This is an optimization exercise on Yosys and OpenROAD, whose aim is small area, not a production implementation. In this exercise RTL edits were held to simulation tests only and were not proved equivalent to the original. Power is estimated from default activity; no workload was simulated.

**flow/design.v**
```verilog
module	outCPLD	(
	input	pclk_50M,
	input	rst,
	input	[1:8]	outP,
	input	[1:28]	out,
	output	logic	[1:8]	eoutP,
	output	logic	[1:28]	eout);
enum	{	IDLE,
			EXU_OFF,
			WAIT,
			EXU_ON
		}	current_state,	next_state;	
logic	[0:31]	cnt;	
localparam	logic	[0:31]	delay	=	32'd500000;
logic	[1:8]	last_outP;
logic	[1:28]	last_out;
logic	check;
logic	[6:0]	g1;
logic	[6:0]	g2;
logic	[6:0]	g3;
logic	[6:0]	g4;
logic	[6:0]	g5;
logic	[6:0]	g6;
logic	[6:0]	g7;
logic	[6:0]	g8;
always_ff	@(posedge	pclk_50M)
	if	(rst)	current_state	<=	IDLE;
	else		current_state	<=	next_state;
always_comb	begin
	next_state	=	IDLE;
	case	(current_state)
	IDLE:	
	if	(!check)					next_state	=	EXU_OFF;
	else							next_state	=	IDLE;
	EXU_OFF:	
	if	(!check)					next_state	=	EXU_OFF;	
	else							next_state	=	WAIT;
	WAIT:	
	if	(!check)					next_state	=	EXU_OFF;
	else	if	(cnt	==	delay)	next_state	=	EXU_ON;
	else							next_state	=	WAIT;
	EXU_ON:
	if	(!check)					next_state	=	EXU_OFF;	
	else							next_state	=	IDLE;
	default:						next_state	=	IDLE;
	endcase
end
always_ff	@(posedge	pclk_50M)	begin
	if	(rst)	begin
	last_outP	<=	8'b0;
	last_out	<=	28'b0;
	check	<=	1'b0;
	eoutP	<=	8'b0;
	eout	<=	28'b0;
	end	else	begin
	if	(outP	>=	0)	
	begin	
	last_outP	<=	outP;
	last_out	<=	out;
	check	<=	(outP	==	last_outP)	&	(out	==	last_out);
	g1	=	{outP[8]	&	out[22],	outP[7]	&	out[16],	outP[6]	&	out[11],	outP[5]	&	out[7],		outP[4]	&	out[4],		outP[3]	&	out[2],		outP[2]	&	out[1]};
	g2	=	{outP[8]	&	out[23],	outP[7]	&	out[17],	outP[6]	&	out[12],	outP[5]	&	out[8],		outP[4]	&	out[5],		outP[3]	&	out[3],		outP[1]	&	out[1]};
	g3	=	{outP[8]	&	out[24],	outP[7]	&	out[18],	outP[6]	&	out[13],	outP[5]	&	out[9],		outP[4]	&	out[6],		outP[2]	&	out[3],		outP[1]	&	out[2]};
	g4	=	{outP[8]	&	out[25],	outP[7]	&	out[19],	outP[6]	&	out[14],	outP[5]	&	out[10],	outP[3]	&	out[6],		outP[2]	&	out[5],		outP[1]	&	out[4]};
	g5	=	{outP[8]	&	out[26],	outP[7]	&	out[20],	outP[6]	&	out[15],	outP[4]	&	out[10],	outP[3]	&	out[9],		outP[2]	&	out[8],		outP[1]	&	out[7]};
	g6	=	{outP[8]	&	out[27],	outP[7]	&	out[21],	outP[5]	&	out[15],	outP[4]	&	out[14],	outP[3]	&	out[13],	outP[2]	&	out[12],	outP[1]	&	out[11]};
	g7	=	{outP[8]	&	out[28],	outP[6]	&	out[21],	outP[5]	&	out[20],	outP[4]	&	out[19],	outP[3]	&	out[18],	outP[2]	&	out[17],	outP[1]	&	out[16]};
	g8	=	{outP[7]	&	out[28],	outP[6]	&	out[27],	outP[5]	&	out[26],	outP[4]	&	out[25],	outP[3]	&	out[24],	outP[2]	&	out[23],	outP[1]	&	out[22]};
	end
	case	(next_state)
	EXU_OFF:
	begin
	cnt	<=	0;
	if	(outP[1]	==	1'b0)	eoutP[1]	<=	(outP[1]	&	1'b1);
	if	(outP[2]	==	1'b0)	eoutP[2]	<=	(outP[2]	&	1'b1);
	if	(outP[3]	==	1'b0)	eoutP[3]	<=	(outP[3]	&	1'b1);
	if	(outP[4]	==	1'b0)	eoutP[4]	<=	(outP[4]	&	1'b1);
	if	(outP[5]	==	1'b0)	eoutP[5]	<=	(outP[5]	&	1'b1);
	if	(outP[6]	==	1'b0)	eoutP[6]	<=	(outP[6]	&	1'b1);
	if	(outP[7]	==	1'b0)	eoutP[7]	<=	(outP[7]	&	1'b1);
	if	(outP[8]	==	1'b0)	eoutP[8]	<=	(outP[8]	&	1'b1);
	if	(~(outP[1]	^	outP[2]))	eout[1]	<=	out[1]	&	1'b0;	
	if	(~(outP[1]	^	outP[3]))	eout[2]	<=	out[2]	&	1'b0;	
	if	(~(outP[2]	^	outP[3]))	eout[3]	<=	out[3]	&	1'b0;	
	if	(~(outP[1]	^	outP[4]))	eout[4]	<=	out[4]	&	1'b0;	
	if	(~(outP[2]	^	outP[4]))	eout[5]	<=	out[5]	&	1'b0;
	if	(~(outP[3]	^	outP[4]))	eout[6]	<=	out[6]	&	1'b0;	
	if	(~(outP[1]	^	outP[5]))	eout[7]	<=	out[7]	&	1'b0;	
	if	(~(outP[2]	^	outP[5]))	eout[8]	<=	out[8]	&	1'b0;	
	if	(~(outP[3]	^	outP[5]))	eout[9]	<=	out[9]	&	1'b0;	
	if	(~(outP[4]	^	outP[5]))	eout[10]	<=	out[10]	&	1'b0;	
	if	(~(outP[1]	^	outP[6]))	eout[11]	<=	out[11]	&	1'b0;	
	if	(~(outP[2]	^	outP[6]))	eout[12]	<=	out[12]	&	1'b0;	
	if	(~(outP[3]	^	outP[6]))	eout[13]	<=	out[13]	&	1'b0;	
	if	(~(outP[4]	^	outP[6]))	eout[14]	<=	out[14]	&	1'b0;	
	if	(~(outP[5]	^	outP[6]))	eout[15]	<=	out[15]	&	1'b0;	
	if	(~(outP[1]	^	outP[7]))	eout[16]	<=	out[16]	&	1'b0;	
	if	(~(outP[2]	^	outP[7]))	eout[17]	<=	out[17]	&	1'b0;	
	if	(~(outP[3]	^	outP[7]))	eout[18]	<=	out[18]	&	1'b0;	
	if	(~(outP[4]	^	outP[7]))	eout[19]	<=	out[19]	&	1'b0;	
	if	(~(outP[5]	^	outP[7]))	eout[20]	<=	out[20]	&	1'b0;	
	if	(~(outP[6]	^	outP[7]))	eout[21]	<=	out[21]	&	1'b0;	
	if	(~(outP[1]	^	outP[8]))	eout[22]	<=	out[22]	&	1'b0;	
	if	(~(outP[2]	^	outP[8]))	eout[23]	<=	out[23]	&	1'b0;	
	if	(~(outP[3]	^	outP[8]))	eout[24]	<=	out[24]	&	1'b0;	
	if	(~(outP[4]	^	outP[8]))	eout[25]	<=	out[25]	&	1'b0;	
	if	(~(outP[5]	^	outP[8]))	eout[26]	<=	out[26]	&	1'b0;	
	if	(~(outP[6]	^	outP[8]))	eout[27]	<=	out[27]	&	1'b0;	
	if	(~(outP[7]	^	outP[8]))	eout[28]	<=	out[28]	&	1'b0;	
	if	(outP[1]	==	1'b0)	
	if	((g1	&	7'b0000001)	==	7'b0000001)	begin
	eout[1]	<=	out[1]	&	1'b1;
	if	(outP[3]	==	1'b1)	eout[2]		<=	out[2]	&	1'b0;
	if	(outP[4]	==	1'b1)	eout[4]		<=	out[4]	&	1'b0;
	if	(outP[5]	==	1'b1)	eout[7]		<=	out[7]	&	1'b0;
	if	(outP[6]	==	1'b1)	eout[11]	<=	out[11]	&	1'b0;
	if	(outP[7]	==	1'b1)	eout[16]	<=	out[16]	&	1'b0;
	if	(outP[8]	==	1'b1)	eout[22]	<=	out[22]	&	1'b0;
	end	else
	if	((g1	&	7'b0000011)	==	7'b0000010)	begin
	if	(outP[2]	==	1'b1)	eout[1]		<=	out[1]	&	1'b0;	
	eout[2]	<=	out[2]	&	1'b1;
	if	(outP[4]	==	1'b1)	eout[4]		<=	out[4]	&	1'b0;
	if	(outP[5]	==	1'b1)	eout[7]		<=	out[7]	&	1'b0;
	if	(outP[6]	==	1'b1)	eout[11]	<=	out[11]	&	1'b0;
	if	(outP[7]	==	1'b1)	eout[16]	<=	out[16]	&	1'b0;
	if	(outP[8]	==	1'b1)	eout[22]	<=	out[22]	&	1'b0;
	end	else
	if	((g1	&	7'b0000111)	==	7'b0000100)	begin
	if	(outP[2]	==	1'b1)	eout[1]		<=	out[1]	&	1'b0;	
	if	(outP[3]	==	1'b1)	eout[2]		<=	out[2]	&	1'b0;	
	eout[4]	<=	out[4]	&	1'b1;
	if	(outP[5]	==	1'b1)	eout[7]		<=	out[7]	&	1'b0;
	if	(outP[6]	==	1'b1)	eout[11]	<=	out[11]	&	1'b0;
	if	(outP[7]	==	1'b1)	eout[16]	<=	out[16]	&	1'b0;
	if	(outP[8]	==	1'b1)	eout[22]	<=	out[22]	&	1'b0;
	end	else
	if	((g1	&	7'b0001111)	==	7'b0001000)	begin
	if	(outP[2]	==	1'b1)	eout[1]		<=	out[1]	&	1'b0;	
	if	(outP[3]	==	1'b1)	eout[2]		<=	out[2]	&	1'b0;	
	if	(outP[4]	==	1'b1)	eout[4]		<=	out[4]	&	1'b0;
	eout[7]	<=	out[7]	&	1'b1;
	if	(outP[6]	==	1'b1)	eout[11]	<=	out[11]	&	1'b0;
	if	(outP[7]	==	1'b1)	eout[16]	<=	out[16]	&	1'b0;
	if	(outP[8]	==	1'b1)	eout[22]	<=	out[22]	&	1'b0;
	end	else
	if	((g1	&	7'b0011111)	==	7'b0010000)	begin
	if	(outP[2]	==	1'b1)	eout[1]		<=	out[1]	&	1'b0;	
	if	(outP[3]	==	1'b1)	eout[2]		<=	out[2]	&	1'b0;	
	if	(outP[4]	==	1'b1)	eout[4]		<=	out[4]	&	1'b0;
	if	(outP[5]	==	1'b1)	eout[7]		<=	out[7]	&	1'b0;
	eout[11]	<=	out[11]	&	1'b1;
	if	(outP[7]	==	1'b1)	eout[16]	<=	out[16]	&	1'b0;
	if	(outP[8]	==	1'b1)	eout[22]	<=	out[22]	&	1'b0;
	end	else
	if	((g1	&	7'b0111111)	==	7'b0100000)	begin
	if	(outP[2]	==	1'b1)	eout[1]		<=	out[1]	&	1'b0;	
	if	(outP[3]	==	1'b1)	eout[2]		<=	out[2]	&	1'b0;	
	if	(outP[4]	==	1'b1)	eout[4]		<=	out[4]	&	1'b0;
	if	(outP[5]	==	1'b1)	eout[7]		<=	out[7]	&	1'b0;
	if	(outP[6]	==	1'b1)	eout[11]	<=	out[11]	&	1'b0;
	eout[16]	<=	out[16]	&	1'b1;
	if	(outP[8]	==	1'b1)	eout[22]	<=	out[22]	&	1'b0;
	end	else
	if	((g1	&	7'b1111111)	==	7'b1000000)	begin
	if	(outP[2]	==	1'b1)	eout[1]		<=	out[1]	&	1'b0;	
	if	(outP[3]	==	1'b1)	eout[2]		<=	out[2]	&	1'b0;	
	if	(outP[4]	==	1'b1)	eout[4]		<=	out[4]	&	1'b0;
	if	(outP[5]	==	1'b1)	eout[7]		<=	out[7]	&	1'b0;
	if	(outP[6]	==	1'b1)	eout[11]	<=	out[11]	&	1'b0;
	if	(outP[7]	==	1'b1)	eout[16]	<=	out[16]	&	1'b0;
	eout[22]	<=	out[22]	&	1'b1;
	end
	if	(outP[2]	==	1'b0)	
	if	((g2	&	7'b0000001)	==	7'b0000001)	begin
	eout[1]	<=	out[1]	&	1'b1;
	if	(outP[3]	==	1'b1)	eout[3]		<=	out[3]	&	1'b0;
	if	(outP[4]	==	1'b1)	eout[5]		<=	out[5]	&	1'b0;
	if	(outP[5]	==	1'b1)	eout[8]		<=	out[8]	&	1'b0;
	if	(outP[6]	==	1'b1)	eout[12]	<=	out[12]	&	1'b0;
	if	(outP[7]	==	1'b1)	eout[17]	<=	out[17]	&	1'b0;
	if	(outP[8]	==	1'b1)	eout[23]	<=	out[23]	&	1'b0;
	end	else
	if	((g2	&	7'b0000011)	==	7'b0000010)	begin
	if	(outP[1]	==	1'b1)	eout[1]		<=	out[1]	&	1'b0;
	eout[3]	<=	out[3]	&	1'b1;
	if	(outP[4]	==	1'b1)	eout[5]		<=	out[5]	&	1'b0;
	if	(outP[5]	==	1'b1)	eout[8]		<=	out[8]	&	1'b0;
	if	(outP[6]	==	1'b1)	eout[12]	<=	out[12]	&	1'b0;
	if	(outP[7]	==	1'b1)	eout[17]	<=	out[17]	&	1'b0;
	if	(outP[8]	==	1'b1)	eout[23]	<=	out[23]	&	1'b0;
	end	else
	if	((g2	&	7'b0000111)	==	7'b0000100)	begin
	if	(outP[1]	==	1'b1)	eout[1]		<=	out[1]	&	1'b0;
	if	(outP[3]	==	1'b1)	eout[3]		<=	out[3]	&	1'b0;
	eout[5]	<=	out[5]	&	1'b1;
	if	(outP[5]	==	1'b1)	eout[8]		<=	out[8]	&	1'b0;
	if	(outP[6]	==	1'b1)	eout[12]	<=	out[12]	&	1'b0;
	if	(outP[7]	==	1'b1)	eout[17]	<=	out[17]	&	1'b0;
	if	(outP[8]	==	1'b1)	eout[23]	<=	out[23]	&	1'b0;
	end	else
	if	((g2	&	7'b0001111)	==	7'b0001000)	begin
	if	(outP[1]	==	1'b1)	eout[1]		<=	out[1]	&	1'b0;
	if	(outP[3]	==	1'b1)	eout[3]		<=	out[3]	&	1'b0;
	if	(outP[4]	==	1'b1)	eout[5]		<=	out[5]	&	1'b0;
	eout[8]	<=	out[8]	&	1'b1;
	if	(outP[6]	==	1'b1)	eout[12]	<=	out[12]	&	1'b0;
	if	(outP[7]	==	1'b1)	eout[17]	<=	out[17]	&	1'b0;
	if	(outP[8]	==	1'b1)	eout[23]	<=	out[23]	&	1'b0;
	end	else
	if	((g2	&	7'b0011111)	==	7'b0010000)	begin
	if	(outP[1]	==	1'b1)	eout[1]		<=	out[1]	&	1'b0;
	if	(outP[3]	==	1'b1)	eout[3]		<=	out[3]	&	1'b0;
	if	(outP[4]	==	1'b1)	eout[5]		<=	out[5]	&	1'b0;
	if	(outP[5]	==	1'b1)	eout[8]		<=	out[8]	&	1'b0;
	eout[12]	<=	out[12]	&	1'b1;
	if	(outP[7]	==	1'b1)	eout[17]	<=	out[17]	&	1'b0;
	if	(outP[8]	==	1'b1)	eout[23]	<=	out[23]	&	1'b0;
	end	else
	if	((g2	&	7'b0111111)	==	7'b0100000)	begin
	if	(outP[1]	==	1'b1)	eout[1]		<=	out[1]	&	1'b0;
	if	(outP[3]	==	1'b1)	eout[3]		<=	out[3]	&	1'b0;
	if	(outP[4]	==	1'b1)	eout[5]		<=	out[5]	&	1'b0;
	if	(outP[5]	==	1'b1)	eout[8]		<=	out[8]	&	1'b0;
	if	(outP[6]	==	1'b1)	eout[12]	<=	out[12]	&	1'b0;
	eout[17]	<=	out[17]	&	1'b1;
	if	(outP[8]	==	1'b1)	eout[23]	<=	out[23]	&	1'b0;
	end	else
	if	((g2	&	7'b1111111)	==	7'b1000000)	begin
	if	(outP[1]	==	1'b1)	eout[1]		<=	out[1]	&	1'b0;
	if	(outP[3]	==	1'b1)	eout[3]		<=	out[3]	&	1'b0;
	if	(outP[4]	==	1'b1)	eout[5]		<=	out[5]	&	1'b0;
	if	(outP[5]	==	1'b1)	eout[8]		<=	out[8]	&	1'b0;
	if	(outP[6]	==	1'b1)	eout[12]	<=	out[12]	&	1'b0;
	if	(outP[7]	==	1'b1)	eout[17]	<=	out[17]	&	1'b0;
	eout[23]	<=	out[23]	&	1'b1;
	end
	if	(outP[3]	==	1'b0)	
	if	((g3	&	7'b0000001)	==	7'b0000001)	begin
	eout[2]	<=	out[2]	&	1'b1;
	if	(outP[2]	==	1'b1)	eout[3]		<=	out[3]	&	1'b0;
	if	(outP[4]	==	1'b1)	eout[6]		<=	out[6]	&	1'b0;
	if	(outP[5]	==	1'b1)	eout[9]		<=	out[9]	&	1'b0;
	if	(outP[6]	==	1'b1)	eout[13]	<=	out[13]	&	1'b0;
	if	(outP[7]	==	1'b1)	eout[18]	<=	out[18]	&	1'b0;
	if	(outP[8]	==	1'b1)	eout[24]	<=	out[24]	&	1'b0;
	end	else
	if	((g3	&	7'b0000011)	==	7'b0000010)	begin
	if	(outP[1]	==	1'b1)	eout[2]		<=	out[2]	&	1'b0;
	eout[3]	<=	out[3]	&	1'b1;
	if	(outP[4]	==	1'b1)	eout[6]		<=	out[6]	&	1'b0;
	if	(outP[5]	==	1'b1)	eout[9]		<=	out[9]	&	1'b0;
	if	(outP[6]	==	1'b1)	eout[13]	<=	out[13]	&	1'b0;
	if	(outP[7]	==	1'b1)	eout[18]	<=	out[18]	&	1'b0;
	if	(outP[8]	==	1'b1)	eout[24]	<=	out[24]	&	1'b0;
	end	else
	if	((g3	&	7'b0000111)	==	7'b0000100)	begin
	if	(outP[1]	==	1'b1)	eout[2]		<=	out[2]	&	1'b0;
	if	(outP[2]	==	1'b1)	eout[3]		<=	out[3]	&	1'b0;
	eout[6]	<=	out[6]	&	1'b1;
	if	(outP[5]	==	1'b1)	eout[9]		<=	out[9]	&	1'b0;
	if	(outP[6]	==	1'b1)	eout[13]	<=	out[13]	&	1'b0;
	if	(outP[7]	==	1'b1)	eout[18]	<=	out[18]	&	1'b0;
	if	(outP[8]	==	1'b1)	eout[24]	<=	out[24]	&	1'b0;
	end	else
	if	((g3	&	7'b0001111)	==	7'b0001000)	begin
	if	(outP[1]	==	1'b1)	eout[2]		<=	out[2]	&	1'b0;
	if	(outP[2]	==	1'b1)	eout[3]		<=	out[3]	&	1'b0;
	if	(outP[4]	==	1'b1)	eout[6]		<=	out[6]	&	1'b0;
	eout[9]	<=	out[9]	&	1'b1;
	if	(outP[6]	==	1'b1)	eout[13]	<=	out[13]	&	1'b0;
	if	(outP[7]	==	1'b1)	eout[18]	<=	out[18]	&	1'b0;
	if	(outP[8]	==	1'b1)	eout[24]	<=	out[24]	&	1'b0;
	end	else
	if	((g3	&	7'b0011111)	==	7'b0010000)	begin
	if	(outP[1]	==	1'b1)	eout[2]		<=	out[2]	&	1'b0;
	if	(outP[2]	==	1'b1)	eout[3]		<=	out[3]	&	1'b0;
	if	(outP[4]	==	1'b1)	eout[6]		<=	out[6]	&	1'b0;
	if	(outP[5]	==	1'b1)	eout[9]		<=	out[9]	&	1'b0;
	eout[13]	<=	out[13]	&	1'b1;
	if	(outP[7]	==	1'b1)	eout[18]	<=	out[18]	&	1'b0;
	if	(outP[8]	==	1'b1)	eout[24]	<=	out[24]	&	1'b0;
	end	else
	if	((g3	&	7'b0111111)	==	7'b0100000)	begin
	if	(outP[1]	==	1'b1)	eout[2]		<=	out[2]	&	1'b0;
	if	(outP[2]	==	1'b1)	eout[3]		<=	out[3]	&	1'b0;
	if	(outP[4]	==	1'b1)	eout[6]		<=	out[6]	&	1'b0;
	if	(outP[5]	==	1'b1)	eout[9]		<=	out[9]	&	1'b0;
	if	(outP[6]	==	1'b1)	eout[13]	<=	out[13]	&	1'b0;
	eout[18]	<=	out[18]	&	1'b1;
	if	(outP[8]	==	1'b1)	eout[24]	<=	out[24]	&	1'b0;
	end	else
	if	((g3	&	7'b1111111)	==	7'b1000000)	begin
	if	(outP[1]	==	1'b1)	eout[2]		<=	out[2]	&	1'b0;
	if	(outP[2]	==	1'b1)	eout[3]		<=	out[3]	&	1'b0;
	if	(outP[4]	==	1'b1)	eout[6]		<=	out[6]	&	1'b0;
	if	(outP[5]	==	1'b1)	eout[9]		<=	out[9]	&	1'b0;
	if	(outP[6]	==	1'b1)	eout[13]	<=	out[13]	&	1'b0;
	if	(outP[7]	==	1'b1)	eout[18]	<=	out[18]	&	1'b0;
	eout[24]	<=	out[24]	&	1'b1;
	end
	if	(outP[4]	==	1'b0)	
	if	((g4	&	7'b0000001)	==	7'b0000001)	begin
	eout[4]	<=	out[4]	&	1'b1;
	if	(outP[2]	==	1'b1)	eout[5]		<=	out[5]	&	1'b0;
	if	(outP[3]	==	1'b1)	eout[6]		<=	out[6]	&	1'b0;
	if	(outP[5]	==	1'b1)	eout[10]	<=	out[10]	&	1'b0;
	if	(outP[6]	==	1'b1)	eout[14]	<=	out[14]	&	1'b0;
	if	(outP[7]	==	1'b1)	eout[19]	<=	out[19]	&	1'b0;
	if	(outP[8]	==	1'b1)	eout[25]	<=	out[25]	&	1'b0;
	end	else
	if	((g4	&	7'b0000011)	==	7'b0000010)	begin
	if	(outP[1]	==	1'b1)	eout[4]		<=	out[4]	&	1'b0;
	eout[5]	<=	out[5]	&	1'b1;
	if	(outP[3]	==	1'b1)	eout[6]		<=	out[6]	&	1'b0;
	if	(outP[5]	==	1'b1)	eout[10]	<=	out[10]	&	1'b0;
	if	(outP[6]	==	1'b1)	eout[14]	<=	out[14]	&	1'b0;
	if	(outP[7]	==	1'b1)	eout[19]	<=	out[19]	&	1'b0;
	if	(outP[8]	==	1'b1)	eout[25]	<=	out[25]	&	1'b0;
	end	else
	if	((g4	&	7'b0000111)	==	7'b0000100)	begin
	if	(outP[1]	==	1'b1)	eout[4]		<=	out[4]	&	1'b0;
	if	(outP[2]	==	1'b1)	eout[5]		<=	out[5]	&	1'b0;
	eout[6]	<=	out[6]	&	1'b1;
	if	(outP[5]	==	1'b1)	eout[10]	<=	out[10]	&	1'b0;
	if	(outP[6]	==	1'b1)	eout[14]	<=	out[14]	&	1'b0;
	if	(outP[7]	==	1'b1)	eout[19]	<=	out[19]	&	1'b0;
	if	(outP[8]	==	1'b1)	eout[25]	<=	out[25]	&	1'b0;
	end	else
	if	((g4	&	7'b0001111)	==	7'b0001000)	begin
	if	(outP[1]	==	1'b1)	eout[4]		<=	out[4]	&	1'b0;
	if	(outP[2]	==	1'b1)	eout[5]		<=	out[5]	&	1'b0;
	if	(outP[3]	==	1'b1)	eout[6]		<=	out[6]	&	1'b0;
	eout[10]	<=	out[10]	&	1'b1;
	if	(outP[6]	==	1'b1)	eout[14]	<=	out[14]	&	1'b0;
	if	(outP[7]	==	1'b1)	eout[19]	<=	out[19]	&	1'b0;
	if	(outP[8]	==	1'b1)	eout[25]	<=	out[25]	&	1'b0;
	end	else
	if	((g4	&	7'b0011111)	==	7'b0010000)	begin
	if	(outP[1]	==	1'b1)	eout[4]		<=	out[4]	&	1'b0;
	if	(outP[2]	==	1'b1)	eout[5]		<=	out[5]	&	1'b0;
	if	(outP[3]	==	1'b1)	eout[6]		<=	out[6]	&	1'b0;
	if	(outP[5]	==	1'b1)	eout[10]	<=	out[10]	&	1'b0;
	eout[14]	<=	out[14]	&	1'b1;
	if	(outP[7]	==	1'b1)	eout[19]	<=	out[19]	&	1'b0;
	if	(outP[8]	==	1'b1)	eout[25]	<=	out[25]	&	1'b0;
	end	else
	if	((g4	&	7'b0111111)	==	7'b0100000)	begin
	if	(outP[1]	==	1'b1)	eout[4]		<=	out[4]	&	1'b0;
	if	(outP[2]	==	1'b1)	eout[5]		<=	out[5]	&	1'b0;
	if	(outP[3]	==	1'b1)	eout[6]		<=	out[6]	&	1'b0;
	if	(outP[5]	==	1'b1)	eout[10]	<=	out[10]	&	1'b0;
	if	(outP[6]	==	1'b1)	eout[14]	<=	out[14]	&	1'b0;
	eout[19]	<=	out[19]	&	1'b1;
	if	(outP[8]	==	1'b1)	eout[25]	<=	out[25]	&	1'b0;
	end	else
	if	((g4	&	7'b1111111)	==	7'b1000000)	begin
	if	(outP[1]	==	1'b1)	eout[4]		<=	out[4]	&	1'b0;
	if	(outP[2]	==	1'b1)	eout[5]		<=	out[5]	&	1'b0;
	if	(outP[3]	==	1'b1)	eout[6]		<=	out[6]	&	1'b0;
	if	(outP[5]	==	1'b1)	eout[10]	<=	out[10]	&	1'b0;
	if	(outP[6]	==	1'b1)	eout[14]	<=	out[14]	&	1'b0;
	if	(outP[7]	==	1'b1)	eout[19]	<=	out[19]	&	1'b0;
	eout[25]	<=	out[25]	&	1'b1;
	end
	if	(outP[5]	==	1'b0)	
	if	((g5	&	7'b0000001)	==	7'b0000001)	begin
	eout[7]	<=	out[7]	&	1'b1;
	if	(outP[2]	==	1'b1)	eout[8]		<=	out[8]	&	1'b0;
	if	(outP[3]	==	1'b1)	eout[9]		<=	out[9]	&	1'b0;
	if	(outP[4]	==	1'b1)	eout[10]	<=	out[10]	&	1'b0;
	if	(outP[6]	==	1'b1)	eout[15]	<=	out[15]	&	1'b0;
	if	(outP[7]	==	1'b1)	eout[20]	<=	out[20]	&	1'b0;
	if	(outP[8]	==	1'b1)	eout[26]	<=	out[26]	&	1'b0;
	end	else
	if	((g5	&	7'b0000011)	==	7'b0000010)	begin
	if	(outP[1]	==	1'b1)	eout[7]		<=	out[7]	&	1'b0;
	eout[8]	<=	out[8]	&	1'b1;
	if	(outP[3]	==	1'b1)	eout[9]		<=	out[9]	&	1'b0;
	if	(outP[4]	==	1'b1)	eout[10]	<=	out[10]	&	1'b0;
	if	(outP[6]	==	1'b1)	eout[15]	<=	out[15]	&	1'b0;
	if	(outP[7]	==	1'b1)	eout[20]	<=	out[20]	&	1'b0;
	if	(outP[8]	==	1'b1)	eout[26]	<=	out[26]	&	1'b0;
	end	else
	if	((g5	&	7'b0000111)	==	7'b0000100)	begin
	if	(outP[1]	==	1'b1)	eout[7]		<=	out[7]	&	1'b0;
	if	(outP[2]	==	1'b1)	eout[8]		<=	out[8]	&	1'b0;
	eout[9]	<=	out[9]	&	1'b1;
	if	(outP[4]	==	1'b1)	eout[10]	<=	out[10]	&	1'b0;
	if	(outP[6]	==	1'b1)	eout[15]	<=	out[15]	&	1'b0;
	if	(outP[7]	==	1'b1)	eout[20]	<=	out[20]	&	1'b0;
	if	(outP[8]	==	1'b1)	eout[26]	<=	out[26]	&	1'b0;
	end	else
	if	((g5	&	7'b0001111)	==	7'b0001000)	begin
	if	(outP[1]	==	1'b1)	eout[7]		<=	out[7]	&	1'b0;
	if	(outP[2]	==	1'b1)	eout[8]		<=	out[8]	&	1'b0;
	if	(outP[3]	==	1'b1)	eout[9]		<=	out[9]	&	1'b0;
	eout[10]	<=	out[10]	&	1'b1;
	if	(outP[6]	==	1'b1)	eout[15]	<=	out[15]	&	1'b0;
	if	(outP[7]	==	1'b1)	eout[20]	<=	out[20]	&	1'b0;
	if	(outP[8]	==	1'b1)	eout[26]	<=	out[26]	&	1'b0;
	end	else
	if	((g5	&	7'b0011111)	==	7'b0010000)	begin
	if	(outP[1]	==	1'b1)	eout[7]		<=	out[7]	&	1'b0;
	if	(outP[2]	==	1'b1)	eout[8]		<=	out[8]	&	1'b0;
	if	(outP[3]	==	1'b1)	eout[9]		<=	out[9]	&	1'b0;
	if	(outP[4]	==	1'b1)	eout[10]	<=	out[10]	&	1'b0;
	eout[15]	<=	out[15]	&	1'b1;
	if	(outP[7]	==	1'b1)	eout[20]	<=	out[20]	&	1'b0;
	if	(outP[8]	==	1'b1)	eout[26]	<=	out[26]	&	1'b0;
	end	else
	if	((g5	&	7'b0111111)	==	7'b0100000)	begin
	if	(outP[1]	==	1'b1)	eout[7]		<=	out[7]	&	1'b0;
	if	(outP[2]	==	1'b1)	eout[8]		<=	out[8]	&	1'b0;
	if	(outP[3]	==	1'b1)	eout[9]		<=	out[9]	&	1'b0;
	if	(outP[4]	==	1'b1)	eout[10]	<=	out[10]	&	1'b0;
	if	(outP[6]	==	1'b1)	eout[15]	<=	out[15]	&	1'b0;
	eout[20]	<=	out[20]	&	1'b1;
	if	(outP[8]	==	1'b1)	eout[26]	<=	out[26]	&	1'b0;
	end	else
	if	((g5	&	7'b1111111)	==	7'b1000000)	begin
	if	(outP[1]	==	1'b1)	eout[7]		<=	out[7]	&	1'b0;
	if	(outP[2]	==	1'b1)	eout[8]		<=	out[8]	&	1'b0;
	if	(outP[3]	==	1'b1)	eout[9]		<=	out[9]	&	1'b0;
	if	(outP[4]	==	1'b1)	eout[10]	<=	out[10]	&	1'b0;
	if	(outP[6]	==	1'b1)	eout[15]	<=	out[15]	&	1'b0;
	if	(outP[7]	==	1'b1)	eout[20]	<=	out[20]	&	1'b0;
	eout[26]	<=	out[26]	&	1'b1;
	end
	if	(outP[6]	==	1'b0)	
	if	((g6	&	7'b0000001)	==	7'b0000001)	begin
	eout[11]	<=	out[11]	&	1'b1;
	if	(outP[2]	==	1'b1)	eout[12]	<=	out[12]	&	1'b0;
	if	(outP[3]	==	1'b1)	eout[13]	<=	out[13]	&	1'b0;
	if	(outP[4]	==	1'b1)	eout[14]	<=	out[14]	&	1'b0;
	if	(outP[5]	==	1'b1)	eout[15]	<=	out[15]	&	1'b0;
	if	(outP[7]	==	1'b1)	eout[21]	<=	out[21]	&	1'b0;
	if	(outP[8]	==	1'b1)	eout[27]	<=	out[27]	&	1'b0;
	end	else
	if	((g6	&	7'b0000011)	==	7'b0000010)	begin
	if	(outP[1]	==	1'b1)	eout[11]	<=	out[11]	&	1'b0;
	eout[12]	<=	out[12]	&	1'b1;
	if	(outP[3]	==	1'b1)	eout[13]	<=	out[13]	&	1'b0;
	if	(outP[4]	==	1'b1)	eout[14]	<=	out[14]	&	1'b0;
	if	(outP[5]	==	1'b1)	eout[15]	<=	out[15]	&	1'b0;
	if	(outP[7]	==	1'b1)	eout[21]	<=	out[21]	&	1'b0;
	if	(outP[8]	==	1'b1)	eout[27]	<=	out[27]	&	1'b0;
	end	else
	if	((g6	&	7'b0000111)	==	7'b0000100)	begin
	if	(outP[1]	==	1'b1)	eout[11]	<=	out[11]	&	1'b0;
	if	(outP[2]	==	1'b1)	eout[12]	<=	out[12]	&	1'b0;
	eout[13]	<=	out[13]	&	1'b1;
	if	(outP[4]	==	1'b1)	eout[14]	<=	out[14]	&	1'b0;
	if	(outP[5]	==	1'b1)	eout[15]	<=	out[15]	&	1'b0;
	if	(outP[7]	==	1'b1)	eout[21]	<=	out[21]	&	1'b0;
	if	(outP[8]	==	1'b1)	eout[27]	<=	out[27]	&	1'b0;
	end	else
	if	((g6	&	7'b0001111)	==	7'b0001000)	begin
	if	(outP[1]	==	1'b1)	eout[11]	<=	out[11]	&	1'b0;
	if	(outP[2]	==	1'b1)	eout[12]	<=	out[12]	&	1'b0;
	if	(outP[3]	==	1'b1)	eout[13]	<=	out[13]	&	1'b0;
	eout[14]	<=	out[14]	&	1'b1;
	if	(outP[5]	==	1'b1)	eout[15]	<=	out[15]	&	1'b0;
	if	(outP[7]	==	1'b1)	eout[21]	<=	out[21]	&	1'b0;
	if	(outP[8]	==	1'b1)	eout[27]	<=	out[27]	&	1'b0;
	end	else
	if	((g6	&	7'b0011111)	==	7'b0010000)	begin
	if	(outP[1]	==	1'b1)	eout[11]	<=	out[11]	&	1'b0;
	if	(outP[2]	==	1'b1)	eout[12]	<=	out[12]	&	1'b0;
	if	(outP[3]	==	1'b1)	eout[13]	<=	out[13]	&	1'b0;
	if	(outP[4]	==	1'b1)	eout[14]	<=	out[14]	&	1'b0;
	eout[15]	<=	out[15]	&	1'b1;
	if	(outP[7]	==	1'b1)	eout[21]	<=	out[21]	&	1'b0;
	if	(outP[8]	==	1'b1)	eout[27]	<=	out[27]	&	1'b0;
	end	else
	if	((g6	&	7'b0111111)	==	7'b0100000)	begin
	if	(outP[1]	==	1'b1)	eout[11]	<=	out[11]	&	1'b0;
	if	(outP[2]	==	1'b1)	eout[12]	<=	out[12]	&	1'b0;
	if	(outP[3]	==	1'b1)	eout[13]	<=	out[13]	&	1'b0;
	if	(outP[4]	==	1'b1)	eout[14]	<=	out[14]	&	1'b0;
	if	(outP[5]	==	1'b1)	eout[15]	<=	out[15]	&	1'b0;
	eout[21]	<=	out[21]	&	1'b1;
	if	(outP[8]	==	1'b1)	eout[27]	<=	out[27]	&	1'b0;
	end	else
	if	((g6	&	7'b1111111)	==	7'b1000000)	begin
	if	(outP[1]	==	1'b1)	eout[11]	<=	out[11]	&	1'b0;
	if	(outP[2]	==	1'b1)	eout[12]	<=	out[12]	&	1'b0;
	if	(outP[3]	==	1'b1)	eout[13]	<=	out[13]	&	1'b0;
	if	(outP[4]	==	1'b1)	eout[14]	<=	out[14]	&	1'b0;
	if	(outP[5]	==	1'b1)	eout[15]	<=	out[15]	&	1'b0;
	if	(outP[7]	==	1'b1)	eout[21]	<=	out[21]	&	1'b0;
	eout[27]	<=	out[27]	&	1'b1;
	end
	if	(outP[7]	==	1'b0)	
	if	((g7	&	7'b0000001)	==	7'b0000001)	begin
	eout[16]	<=	out[16]	&	1'b1;
	if	(outP[2]	==	1'b1)	eout[17]	<=	out[17]	&	1'b0;
	if	(outP[3]	==	1'b1)	eout[18]	<=	out[18]	&	1'b0;
	if	(outP[4]	==	1'b1)	eout[19]	<=	out[19]	&	1'b0;
	if	(outP[5]	==	1'b1)	eout[20]	<=	out[20]	&	1'b0;
	if	(outP[6]	==	1'b1)	eout[21]	<=	out[21]	&	1'b0;
	if	(outP[8]	==	1'b1)	eout[28]	<=	out[28]	&	1'b0;
	end	else
	if	((g7	&	7'b0000011)	==	7'b0000010)	begin
	if	(outP[1]	==	1'b1)	eout[16]	<=	out[16]	&	1'b0;
	eout[17]	<=	out[17]	&	1'b1;
	if	(outP[3]	==	1'b1)	eout[18]	<=	out[18]	&	1'b0;
	if	(outP[4]	==	1'b1)	eout[19]	<=	out[19]	&	1'b0;
	if	(outP[5]	==	1'b1)	eout[20]	<=	out[20]	&	1'b0;
	if	(outP[6]	==	1'b1)	eout[21]	<=	out[21]	&	1'b0;
	if	(outP[8]	==	1'b1)	eout[28]	<=	out[28]	&	1'b0;
	end	else
	if	((g7	&	7'b0000111)	==	7'b0000100)	begin
	if	(outP[1]	==	1'b1)	eout[16]	<=	out[16]	&	1'b0;
	if	(outP[2]	==	1'b1)	eout[17]	<=	out[17]	&	1'b0;
	eout[18]	<=	out[18]	&	1'b1;
	if	(outP[4]	==	1'b1)	eout[19]	<=	out[19]	&	1'b0;
	if	(outP[5]	==	1'b1)	eout[20]	<=	out[20]	&	1'b0;
	if	(outP[6]	==	1'b1)	eout[21]	<=	out[21]	&	1'b0;
	if	(outP[8]	==	1'b1)	eout[28]	<=	out[28]	&	1'b0;
	end	else
	if	((g7	&	7'b0001111)	==	7'b0001000)	begin
	if	(outP[1]	==	1'b1)	eout[16]	<=	out[16]	&	1'b0;
	if	(outP[2]	==	1'b1)	eout[17]	<=	out[17]	&	1'b0;
	if	(outP[3]	==	1'b1)	eout[18]	<=	out[18]	&	1'b0;
	eout[19]	<=	out[19]	&	1'b1;
	if	(outP[5]	==	1'b1)	eout[20]	<=	out[20]	&	1'b0;
	if	(outP[6]	==	1'b1)	eout[21]	<=	out[21]	&	1'b0;
	if	(outP[8]	==	1'b1)	eout[28]	<=	out[28]	&	1'b0;
	end	else
	if	((g7	&	7'b0011111)	==	7'b0010000)	begin
	if	(outP[1]	==	1'b1)	eout[16]	<=	out[16]	&	1'b0;
	if	(outP[2]	==	1'b1)	eout[17]	<=	out[17]	&	1'b0;
	if	(outP[3]	==	1'b1)	eout[18]	<=	out[18]	&	1'b0;
	if	(outP[4]	==	1'b1)	eout[19]	<=	out[19]	&	1'b0;
	eout[20]	<=	out[20]	&	1'b1;
	if	(outP[6]	==	1'b1)	eout[21]	<=	out[21]	&	1'b0;
	if	(outP[8]	==	1'b1)	eout[28]	<=	out[28]	&	1'b0;
	end	else
	if	((g7	&	7'b0111111)	==	7'b0100000)	begin
	if	(outP[1]	==	1'b1)	eout[16]	<=	out[16]	&	1'b0;
	if	(outP[2]	==	1'b1)	eout[17]	<=	out[17]	&	1'b0;
	if	(outP[3]	==	1'b1)	eout[18]	<=	out[18]	&	1'b0;
	if	(outP[4]	==	1'b1)	eout[19]	<=	out[19]	&	1'b0;
	if	(outP[5]	==	1'b1)	eout[20]	<=	out[20]	&	1'b0;
	eout[21]	<=	out[21]	&	1'b1;
	if	(outP[8]	==	1'b1)	eout[28]	<=	out[28]	&	1'b0;
	end	else
	if	((g7	&	7'b1111111)	==	7'b1000000)	begin
	if	(outP[1]	==	1'b1)	eout[16]	<=	out[16]	&	1'b0;
	if	(outP[2]	==	1'b1)	eout[17]	<=	out[17]	&	1'b0;
	if	(outP[3]	==	1'b1)	eout[18]	<=	out[18]	&	1'b0;
	if	(outP[4]	==	1'b1)	eout[19]	<=	out[19]	&	1'b0;
	if	(outP[5]	==	1'b1)	eout[20]	<=	out[20]	&	1'b0;
	if	(outP[6]	==	1'b1)	eout[21]	<=	out[21]	&	1'b0;
	eout[28]	<=	out[28]	&	1'b1;
	end
	if	(outP[8]	==	1'b0)	
	if	((g8	&	7'b0000001)	==	7'b0000001)	begin
	eout[22]	<=	out[22]	&	1'b1;
	if	(outP[2]	==	1'b1)	eout[23]	<=	out[23]	&	1'b0;
	if	(outP[3]	==	1'b1)	eout[24]	<=	out[24]	&	1'b0;
	if	(outP[4]	==	1'b1)	eout[25]	<=	out[25]	&	1'b0;
	if	(outP[5]	==	1'b1)	eout[26]	<=	out[26]	&	1'b0;
	if	(outP[6]	==	1'b1)	eout[27]	<=	out[27]	&	1'b0;
	if	(outP[7]	==	1'b1)	eout[28]	<=	out[28]	&	1'b0;
	end	else
	if	((g8	&	7'b0000011)	==	7'b0000010)	begin
	if	(outP[1]	==	1'b1)	eout[22]	<=	out[22]	&	1'b0;
	eout[23]	<=	out[23]	&	1'b1;
	if	(outP[3]	==	1'b1)	eout[24]	<=	out[24]	&	1'b0;
	if	(outP[4]	==	1'b1)	eout[25]	<=	out[25]	&	1'b0;
	if	(outP[5]	==	1'b1)	eout[26]	<=	out[26]	&	1'b0;
	if	(outP[6]	==	1'b1)	eout[27]	<=	out[27]	&	1'b0;
	if	(outP[7]	==	1'b1)	eout[28]	<=	out[28]	&	1'b0;
	end	else
	if	((g8	&	7'b0000111)	==	7'b0000100)	begin
	if	(outP[1]	==	1'b1)	eout[22]	<=	out[22]	&	1'b0;
	if	(outP[2]	==	1'b1)	eout[23]	<=	out[23]	&	1'b0;
	eout[24]	<=	out[24]	&	1'b1;
	if	(outP[4]	==	1'b1)	eout[25]	<=	out[25]	&	1'b0;
	if	(outP[5]	==	1'b1)	eout[26]	<=	out[26]	&	1'b0;
	if	(outP[6]	==	1'b1)	eout[27]	<=	out[27]	&	1'b0;
	if	(outP[7]	==	1'b1)	eout[28]	<=	out[28]	&	1'b0;
	end	else
	if	((g8	&	7'b0001111)	==	7'b0001000)	begin
	if	(outP[1]	==	1'b1)	eout[22]	<=	out[22]	&	1'b0;
	if	(outP[2]	==	1'b1)	eout[23]	<=	out[23]	&	1'b0;
	if	(outP[3]	==	1'b1)	eout[24]	<=	out[24]	&	1'b0;
	eout[25]	<=	out[25]	&	1'b1;
	if	(outP[5]	==	1'b1)	eout[26]	<=	out[26]	&	1'b0;
	if	(outP[6]	==	1'b1)	eout[27]	<=	out[27]	&	1'b0;
	if	(outP[7]	==	1'b1)	eout[28]	<=	out[28]	&	1'b0;
	end	else
	if	((g8	&	7'b0011111)	==	7'b0010000)	begin
	if	(outP[1]	==	1'b1)	eout[22]	<=	out[22]	&	1'b0;
	if	(outP[2]	==	1'b1)	eout[23]	<=	out[23]	&	1'b0;
	if	(outP[3]	==	1'b1)	eout[24]	<=	out[24]	&	1'b0;
	if	(outP[4]	==	1'b1)	eout[25]	<=	out[25]	&	1'b0;
	eout[26]	<=	out[26]	&	1'b1;
	if	(outP[6]	==	1'b1)	eout[27]	<=	out[27]	&	1'b0;
	if	(outP[7]	==	1'b1)	eout[28]	<=	out[28]	&	1'b0;
	end	else
	if	((g8	&	7'b0111111)	==	7'b0100000)	begin
	if	(outP[1]	==	1'b1)	eout[22]	<=	out[22]	&	1'b0;
	if	(outP[2]	==	1'b1)	eout[23]	<=	out[23]	&	1'b0;
	if	(outP[3]	==	1'b1)	eout[24]	<=	out[24]	&	1'b0;
	if	(outP[4]	==	1'b1)	eout[25]	<=	out[25]	&	1'b0;
	if	(outP[5]	==	1'b1)	eout[26]	<=	out[26]	&	1'b0;
	eout[27]	<=	out[27]	&	1'b1;
	if	(outP[7]	==	1'b1)	eout[28]	<=	out[28]	&	1'b0;
	end	else
	if	((g8	&	7'b1111111)	==	7'b1000000)	begin
	if	(outP[1]	==	1'b1)	eout[22]	<=	out[22]	&	1'b0;
	if	(outP[2]	==	1'b1)	eout[23]	<=	out[23]	&	1'b0;
	if	(outP[3]	==	1'b1)	eout[24]	<=	out[24]	&	1'b0;
	if	(outP[4]	==	1'b1)	eout[25]	<=	out[25]	&	1'b0;
	if	(outP[5]	==	1'b1)	eout[26]	<=	out[26]	&	1'b0;
	if	(outP[6]	==	1'b1)	eout[27]	<=	out[27]	&	1'b0;
	eout[28]	<=	out[28]	&	1'b1;
	end
	end
	WAIT:	cnt	<=	cnt	+	1;
	EXU_ON:	
	begin	if	(outP[1]	==	1'b1)	eoutP[1]	<=	(outP[1]	&	1'b1);
	if	(outP[2]	==	1'b1)	eoutP[2]	<=	(outP[2]	&	1'b1);
	if	(outP[3]	==	1'b1)	eoutP[3]	<=	(outP[3]	&	1'b1);
	if	(outP[4]	==	1'b1)	eoutP[4]	<=	(outP[4]	&	1'b1);
	if	(outP[5]	==	1'b1)	eoutP[5]	<=	(outP[5]	&	1'b1);
	if	(outP[6]	==	1'b1)	eoutP[6]	<=	(outP[6]	&	1'b1);
	if	(outP[7]	==	1'b1)	eoutP[7]	<=	(outP[7]	&	1'b1);
	if	(outP[8]	==	1'b1)	eoutP[8]	<=	(outP[8]	&	1'b1);
	end
	endcase	
	end
end
endmodule
```
**flow/run.sh**
```bash
#!/bin/bash
# synth_recipe.tcl (not shown) runs the flow's synth.tcl, then flattens the netlist and writes it again
# the make line also repeats each setting of config.mk as NAME=value (left out here)
make -C /OpenROAD-flow-scripts/flow DESIGN_CONFIG=/design/flow/config.mk WORK_HOME=/design/flow/orfs CLKGATE_MAP_FILE= SYNTH_SCRIPT=/design/flow/synth_recipe.tcl finish
```
**flow/config.mk**
```make
export PLATFORM = sky130hd
export DESIGN_NAME = outCPLD
export DESIGN_NICKNAME = outCPLD
export VERILOG_FILES = /design/flow/design.v
export SDC_FILE = /design/flow/constraint.sdc
export NUM_CORES = 4
export LEC_CHECK = 0
export CAP_MARGIN = 20
export CORE_MARGIN = 2
export CORE_UTILIZATION = 40
export PLACE_DENSITY = 0.6
export SLEW_MARGIN = 20
```
**flow/constraint.sdc**
```tcl
create_clock -name core_clock -period 20.0 [get_ports {pclk_50M}]
set_input_delay 4.0000 -clock core_clock [delete_from_list [all_inputs] [get_ports {pclk_50M}]]
set_output_delay 4.0000 -clock core_clock [all_outputs]
set_load 0.01 [all_outputs]
```
==> impl_results.md, run 1 <==
* Status: finished clean
* Final RePlAce weighted congestion at between 0.9 and 1
* Worst Tran Pin Value at ~1000 ps
* First-pass GRT wire length at roughly 32,000 um
* Worst Hold Class: reg2reg
* Family with the most delay on the worst path: compound AO/OA/AOI/OAI gates
* Mapped Nets at around 810
* Slew margin rel. at 0.307
* Clock slew at reported path FFs at 80 ps
* Max-slew violation count at 0
* RSZ-0062 raised after global routing: no
* Largest net degree at the start of global routing at 73
* Die area at 17,400 um2
* Post-cts sizing count at 0
* Post-route DRC at 0
* Bufs and invs on worst path at 2
* Crit-path max FO at 39
* Final Skew at around 6.7 ps
* Area share of the largest cell type after synthesis at 0.229
* WL per Instance at approximately 20 um
* Synth Register Bits at 107
* Worst skew pair latency at 350 ps
* Layout cell share with drive strength beyond 1 at 0.0533
* Yosys top cell by area: dfxtp_1
* Die width at 132 um
* Setup bufs post-CTS at 0
* Die height at 132 um
* CP peak stage delay at about 630 ps
* Synth-to-layout area growth at 16.2%
* Ys async rst share at 0
* Hold Path Sink: eout[15]$_SDFFE_PP0P_
* Register area share after synthesis at 0.375
* CTS max path bufs at 2
* Leakage at 0.00253 uW
* Hold slack at ~510 ps
* Most numerous cell in the Yosys netlist: dfxtp_1
* Routed via count at 6,192
* Ordered cell list for the critical path: clkdlybuf4s50_1, buf_4, a222oi_1, or4b_2, o211ai_1, a311oi_1
* R2R Setup Slk at between 15,000 and 20,000 ps
* Pre-antenna DRT Iters at 6
* Top Ports at 74
* HP Start: eout[15]$_SDFFE_PP0P_
* Core Area at 15,900 um2
* Yosys warns at 1
* Register area at 2460 um2
* Tot Pwr at 513 uW
* Power Dens Cells at between 60 and 70 nW/um2
* TritonCTS Sinks at approximately 110
* Fin nets at slightly above 800
* TritonCTS Buffers at 9
* Multi-input logic area at 3710 um2
* Worst setup path category: in2reg
* Worst slack at placement at roughly 14,000 ps
* Crit path DAT at 6130 ps
* Crit path launch type: input port
* Worst path slowest cell: or4b_2
* WL final at 20,000 um
* Mapped Avg Cell Area at between 8 and 9 um2
* Synth unique cells at 75
* Fin crit period at 5930 ps
* Initial antenna violation count at 0
* DP Wirelength at ~14,000 um
* Hold Vio Cnt, Final at 0
* Antenna-violating nets left at 0
* Req. time, crit path at 20,200 ps
* Setup TNS at 0 ps
* Fill cell count at 1,519
* Port Buffers at 73
* Starting Density at 0.411
* Ranking of synthesized cells by area: dfxtp_1 (23%), edfxtp_1 (15%), xnor2_1 (5.3%)
* Final Setup Violations at 0
* Root buffer cell: clkbuf_16
* Number of max-cap violations at 0
* Final WS setup at 14,070 ps
* Placed inst area at around 7300 um2
* Mapped Area at 6560 um2
* Post-synth top cells: dfxtp_1 (75), nand2_1 (64), clkbuf_1 (60)
* Overall global routing resource usage at 0.230
* Synthesized instance count at 766
* Final period util at 0.297
* CP Capture Type: flip-flop
* Number of synthesized flops with an enable pin at 32
* H-tree levels at 3
* Maximum clock rate at 169 MHz
* Reg-to-Reg Start: cnt[31]$_SDFFCE_PP0P_
* Synth Flop Type: dfxtp_1
* Post-CTS Hold Buffers at 0
* Peak supply drop at 0.0487 mV
* Reg-to-reg endpoint: eout[4]$_SDFFE_PP0P_
* CTS tree: built
* Grt ovf at 0
* Vias in the first global route at roughly 5,900
* Worst Reg-to-Reg Cells at 12
* Via density at 6.17
* Rows at 46
* # diodes at 0
* Initial DRC Count at 542
* Finished Cell Area at 7620 um2
* Hold Path Stages at 2
-- placed cells by master, fill, tap and decap left out, types with 11 or more instances in the layout --
cell type | synthesis | final
nand2_1 | 64 | 64
edfxtp_1 | 32 | 32
a311oi_1 | 13 | 13
buf_4 | 0 | 11
dfxtp_1 | 75 | 75
nand4_1 | 21 | 21
nor2b_1 | 36 | 36
xor2_1 | 14 | 14
inv_1 | 21 | 21
clkdlybuf4s50_1 | 0 | 72
a222oi_1 | 12 | 12
xnor2_1 | 40 | 40
a22oi_1 | 12 | 12
o31ai_1 | 17 | 17
o21ai_0 | 25 | 25
nand3_1 | 21 | 21
nor2_1 | 41 | 40
or4_1 | 16 | 16
a31oi_1 | 15 | 15
a21oi_1 | 49 | 49
-- how the worst max path moves through the flow --
stage	depth (start not counted)	end	startpoint	slack, ps
final	6	eout[2]$_SDFFE_PP0P_	outP[4]	14070
after global routing	6	eout[26]$_SDFFE_PP0P_	outP[2]	13940
after CTS	6	eout[26]$_SDFFE_PP0P_	outP[2]	14100
after detailed placement	6	eout[2]$_SDFFE_PP0P_	outP[4]	13720
after global placement	6	eout[2]$_SDFFE_PP0P_	outP[4]	13820
after floorplan	4	cnt[0]$_SDFFCE_PP0P_	rst	13620
-- where the power goes --
part	switching (uW)	internal, uW
clock	89.1	87.7
combinational	54.5	38.1
sequential	10.0	234
-- metrics by stage --
stage          cells  utilization
2_1_floorplan    766            -
3_3_place_gp     988        0.460
3_5_place_dp     988        0.460
4_1_cts         1004        0.478
5_1_grt         1004        0.478
6_report        1004        0.478
-- worst register-to-register path, stage by stage (launching register included) --
cell and delay [ps]:
edfxtp_1 450, inv_1 90, ha_1 170, nor4b_1 290
nand3_1 130, o31ai_1 420, o31a_1 250, ha_2 170
buf_4 500, clkinv_1 610, a2111o_1 530, a22oi_1 160
o31ai_1 90
-- metal layers --
layer / vias to the layer above / track usage / part of all wire
met3: 20 / 0.0446 / 0.070
met2: 274 / 0.342 / 0.44
met1: 2976 / 0.337 / 0.47
met5: - / 0 / 0
li1: 2922 / - / -
met4: 0 / 0.0670 / 0.017
-- cell type report --
cell class,instances,area share
multi-input combinational,559,0.487
sequential,107,0.323
timing repair buffer,84,0.106
tap,216,0.0354
clock buffer,10,0.0300
inverter,22,0.0108
clock inverter,6,0.00788
-- registers in the layout (all words and copies together) (netlist names) --
| signal | count |
|---|---|
| last_outP | 8 |
| cnt | 32 |
| check | 1 |
| last_out | 28 |
| current_state | 2 |
| eout | 28 |
| eoutP | 8 |
-- cell families (layout without fill, tap and decap cells) --
family | Yosys count | after routing | share of synthesized area
adder cells (fa/ha/maj) | 7 | 7 | 0.0134
AO/OA/AOI/OAI | 236 | 236 | 0.260
multiplexers | 2 | 2 | 0.00305
AND/OR/NAND/NOR | 260 | 260 | 0.217
flip-flops | 107 | 107 | 0.375
buffers and inverters | 100 | 122 | 0.0595
XOR/XNOR | 54 | 54 | 0.0721
==> inputs of run 2 (changes only) <==
==> flow/design.v (replaced) <==
module	outCPLD	(
	input	pclk_50M,
	input	rst,
	input	[1:8]	outP,
	input	[1:28]	out,
	output	logic	[1:8]	eoutP,
	output	logic	[1:28]	eout);
localparam	int	T	=	500000;
localparam	logic	[18:0]	TV	=	T;
logic	[18:0]	cnt;
logic	[1:8]	last_outP;
logic	[1:28]	last_out;
logic	check;
wire	top	=	&(cnt	|	~TV);
wire	fire	=	check	&	top	&	~cnt[0];	 
wire	sat	=	top	&	cnt[0];
function automatic integer pidx(input integer a, input integer b);
	pidx	=	(b-1)*(b-2)/2 + a;
endfunction
logic	[1:8]	c	[1:8];
logic	[1:8]	first	[1:8];
logic	[1:8]	wr;		 
logic	[1:28]	nxt;	 
always_comb	begin
	for	(int i = 1; i <= 8; i++)	begin
		logic	seen;
		seen	=	1'b0;
		for	(int j = 1; j <= 8; j++)	begin
			if	(j == i)	c[i][j]	=	1'b0;
			else	if	(i < j)	c[i][j]	=	outP[j]	&	out[pidx(i,j)];
			else	c[i][j]	=	outP[j]	&	out[pidx(j,i)];
			first[i][j]	=	c[i][j]	&	~seen;
			seen	=	seen	|	c[i][j];
		end
		wr[i]	=	~outP[i]	&	seen;
	end
	for	(int b = 2; b <= 8; b++)
		for	(int a = 1; a <= 7; a++) if (a < b)
			nxt[pidx(a,b)]	=	(~outP[a]	&	first[a][b])
						|	(~outP[b]	&	first[b][a])
						|	((outP[a]	^	outP[b])	&	~wr[a]	&	~wr[b]	&	eout[pidx(a,b)]);
end
always_ff	@(posedge	pclk_50M)	begin
	last_outP	<=	rst	?	8'b0	:	outP;
	last_out	<=	rst	?	28'b0	:	out;
	check	<=	~rst	&	(outP	==	last_outP)	&	(out	==	last_out);
	cnt	<=	check	?	cnt	+	{18'b0,	~sat}	:	19'b0;
	if	(rst)	begin
		eoutP	<=	8'b0;
		eout	<=	28'b0;
	end	else	if	(~check)	begin
		eoutP	<=	eoutP	&	outP;
		eout	<=	nxt;
	end	else	if	(fire)
		eoutP	<=	eoutP	|	outP;
end
endmodule
==> run 2 against run 1 <==
Total power is 17% lower. Utilization increased by 2.1 points. Final area decreased by 21%. Synthesized cell count down 22%. Critical path type unchanged. Largest cell class unchanged. Sequential power fell by 21%. Still clean on timing, DRC and antenna. First-iteration DRC count is 12% higher. Global-route usage grew 2.2 points. Critical path depth is 1 lower. Clock skew rose by 2.2 ps. Register-to-register slack better by 870 ps.
==> impl_results.md, run 2 <==
* Area share of the largest cell type after synthesis at 0.373
* XOR/XNOR share of the synthesized area at 0.0923
* Final Setup Violations at 0
* Hold Vio Cnt, Final at 0
* Worst slack at placement at 13,150 ps
* Worst Hold Class: reg2reg
* CP Capture Type: flip-flop
* Placed inst area at 5710 um2
* Compound-Gate Fraction of Synth Area at 0.217
* Mapped Avg Cell Area at 8.29 um2
* Multi-input logic area at 2830 um2
* Setup bufs post-CTS at 0
* Layout cell share with drive strength beyond 1 at 0.0557
* Die width at 115 um
* Leakage at 0.00210 uW
* Ys async rst share at 0
* Initial DRC Count at 607
* TritonCTS Sinks at 92
* Die area at roughly 13,000 um2
* Rows at 40
* CTS tree: built
* Placed insts at 777
* Core Area at 12,000 um2
* R2R Setup Slk at roughly 17,000 ps
* Most numerous cell in the Yosys netlist: dfxtp_1
* Most common cell after layout, fill and taps aside: dfxtp_1
* Fin nets at 680
* WL final at between 15,000 and 20,000 um
* Ranking of synthesized cells by area: dfxtp_1 (37%), xor2_1 (5.5%), nor2b_1 (5.1%)
* Final period util at 0.325
* Root buffer cell: clkbuf_16
* Top Layer Used: met4
* WL per Instance at a little over 20 um
* Largest net degree at the start of global routing at 76
* Port Buffers at 73
* Most frequent cells in the layout: dfxtp_1 (92), clkdlybuf4s50_1 (72), nand2_1 (59)
* Final Skew at 8.93 ps
* Via density at between 6 and 7
* WL met1 at 7230 um
* Worst path slowest cell: clkdlybuf4s50_1
* Setup TNS at 0 ps
* TritonCTS Buffers at 9
* DP Wirelength at 11,000 um
* Register area share after synthesis at 0.373
* Largest regs: eout (28), last_out (28), cnt (19)
* Finished Cell Area at between 5000 and 6000 um2
* Worst Reg-to-Reg Cells at 6
* Fin crit period at 6510 ps
* Antenna-violating nets left at 0
* Adder-Cell Fraction of Synth Area at 0.00254
* Largest family of logic cells by synthesized area: simple AND/OR/NAND/NOR gates
* Fill cell count at 1,223
* Mapped Area at just under 5000 um2
* Overall global routing resource usage at 0.252
* Ordered cell list for the critical path: clkdlybuf4s50_1, a22o_1, nor4b_2, a221oi_1, o32ai_1
* Grt ovf at 0
* RSZ-0062 raised after global routing: no
* Vias in the first global route at 4,649
* Final WS setup at 13,490 ps
* Routed via count at 4,846
* Status: finished clean
* Final RePlAce weighted congestion at 0.855
* Post-CTS Hold Buffers at 0
* Post-route DRC at 0
* Power Dens Cells at approximately 71 nW/um2
* Synth-to-layout area growth at 21.6%
* Family with the most delay on the worst path: buffers and inverters
* Initial antenna violation count at 0
* Routed length on met3 at 1490 um
* Post-synth top cells: dfxtp_1 (92), nand2_1 (59), nor2_1 (40), nor2b_1 (40), a21oi_1 (34)
* # diodes at 0
* Worst skew pair latency at 350 ps
* Hold slack at around 480 ps
* Top Ports at 74
* Synth Register Bits at 92
* Starting Density at 0.411
* Synthesized instance count at 595
* Yosys top cell by area: dfxtp_1
* Non-Filler Instances at 793
* Synth Flop Type: dfxtp_1
* H-tree levels at 3
* Multiplexer share of the synthesized area at 0.0167
* CP peak stage delay at between 900 and 1000 ps
* Peak supply drop at 0.0400 mV
* CTS max path bufs at 2
* Req. time, crit path at roughly 20,000 ps
* Number of max-cap violations at 0
* Max-slew violation count at 0
* Worst setup path category: in2reg
* Crit path launch type: input port
* Number of synthesized flops with an enable pin at 0
* Post-cts sizing count at 0
* Worst Tran Pin Value at between 1000 and 1500 ps
* First-pass GRT wire length at 25,500 um
* Met2 WL at 7260 um
* Mapped Nets at between 600 and 700
* Crit path DAT at 6760 ps
* Clock slew at reported path FFs at 60 ps
* Die height at between 100 and 150 um
* Synth unique cells at 57
* Slew margin rel. at 0.284
* Pre-antenna DRT Iters at 6
* Maximum clock rate at roughly 150 MHz
* Register area at between 1500 and 2000 um2
* Yosys warns at 3
* Post-Synth Simple-Gate Area at 0.245
* Hold Path Stages at 1
* Bufs and invs on worst path at 1
* Crit-path max FO at 28
* Worst path depth at 5
## run 2: cell count changes after synthesis, moves of 9 or more
cell       before  now
inv_1          21   11
o31ai_1        17    1
a311oi_1       13    2
a21oi_1        49   34
clkbuf_1       60   27
xor2_1         14   31
edfxtp_1       32    0
or4_1          16    1
dfxtp_1        75   92
o2111ai_1       9    0
xnor2_1        40   21
## run 2: cells by family after synthesis
group,Yosys count
flops,92
xor+xnor,52
simple gates,230
buf+inv,62
fa+ha+maj,1
compound gates,150
mux,8
## run 2: layout make-up
class | instances | share of cell area
sequential | 92 | 0.307
multi-input combinational | 441 | 0.472
inverter | 14 | 0.00876
timing repair buffer | 83 | 0.134
clock buffer | 11 | 0.0422
clock inverter | 5 | 0.00584
tap | 147 | 0.0307
## run 2: stage by stage
stage,util,total power [uW]
final,0.499,426
after global routing,0.499,443
after CTS,0.499,428
after detailed placement,0.475,262
after global placement,0.475,261
after floorplan,-,235
## run 2: final timing paths
kind / start / to
worst min register to register: eout[13]$_SDFFE_PP0N_ / eout[13]$_SDFFE_PP0N_
worst min-delay path: eout[13]$_SDFFE_PP0N_ / eout[13]$_SDFFE_PP0N_
worst max register to register: check$_DFF_P_ / eoutP[4]$_SDFFE_PP0P_
worst max-delay path: outP[4] / eout[18]$_SDFFE_PP0N_
## run 2: power by group
part           leakage (uW)  total (uW)  switching (uW)  internal (uW)
logic               0.00121        67.1            39.9           27.2
clock network      0.000142         167            75.5           91.3
registers          0.000753         192            3.13            189
## run 2: worst register-to-register path: stages, from the launching register on
cell and delay, ps:
dfxtp_1 330, buf_4 440, inv_2 440, nor2_1 740, nor4b_2 770, a21oi_1 150
a21oi_1 170
## run 2: routing by layer
metal  vias to the layer above  track usage
li1                       2255            -
met1                      2313        0.359
met2                       246        0.372
met3                        32       0.0448
met4                         0        0.110
met5                         -            0

-- port drivers added, routing unchanged --
How much do the figures lean on ideal ports? The routed layouts below were timed once more, with nothing changed but the port constraints. Step 1, drivers: a clkbuf_16 drives pclk_50M and a buf_2 each remaining input, both assumed. Step 2 moves the port delays by t, midway between the first and last clock arrival at a register: inputs arrive t later, outputs are due t later. That takes back most of the time a late clock gives input paths. a / b / c = ideal ports / drivers / drivers and shift; a / b = the first two.
run | t (ns) | setup WS [ns] | pins driven straight from the clock port
run 1 | 0.394 | 14.068 / 14.092 / 13.699 | 1
run 2 | 0.389 | 13.492 / 13.493 / 13.104 | 1
After both steps setup and hold are still met in every run listed. For run 2, which loses most, drivers alone change the setup slack by +0.001 ns; drivers and shift together by -0.388 ns.
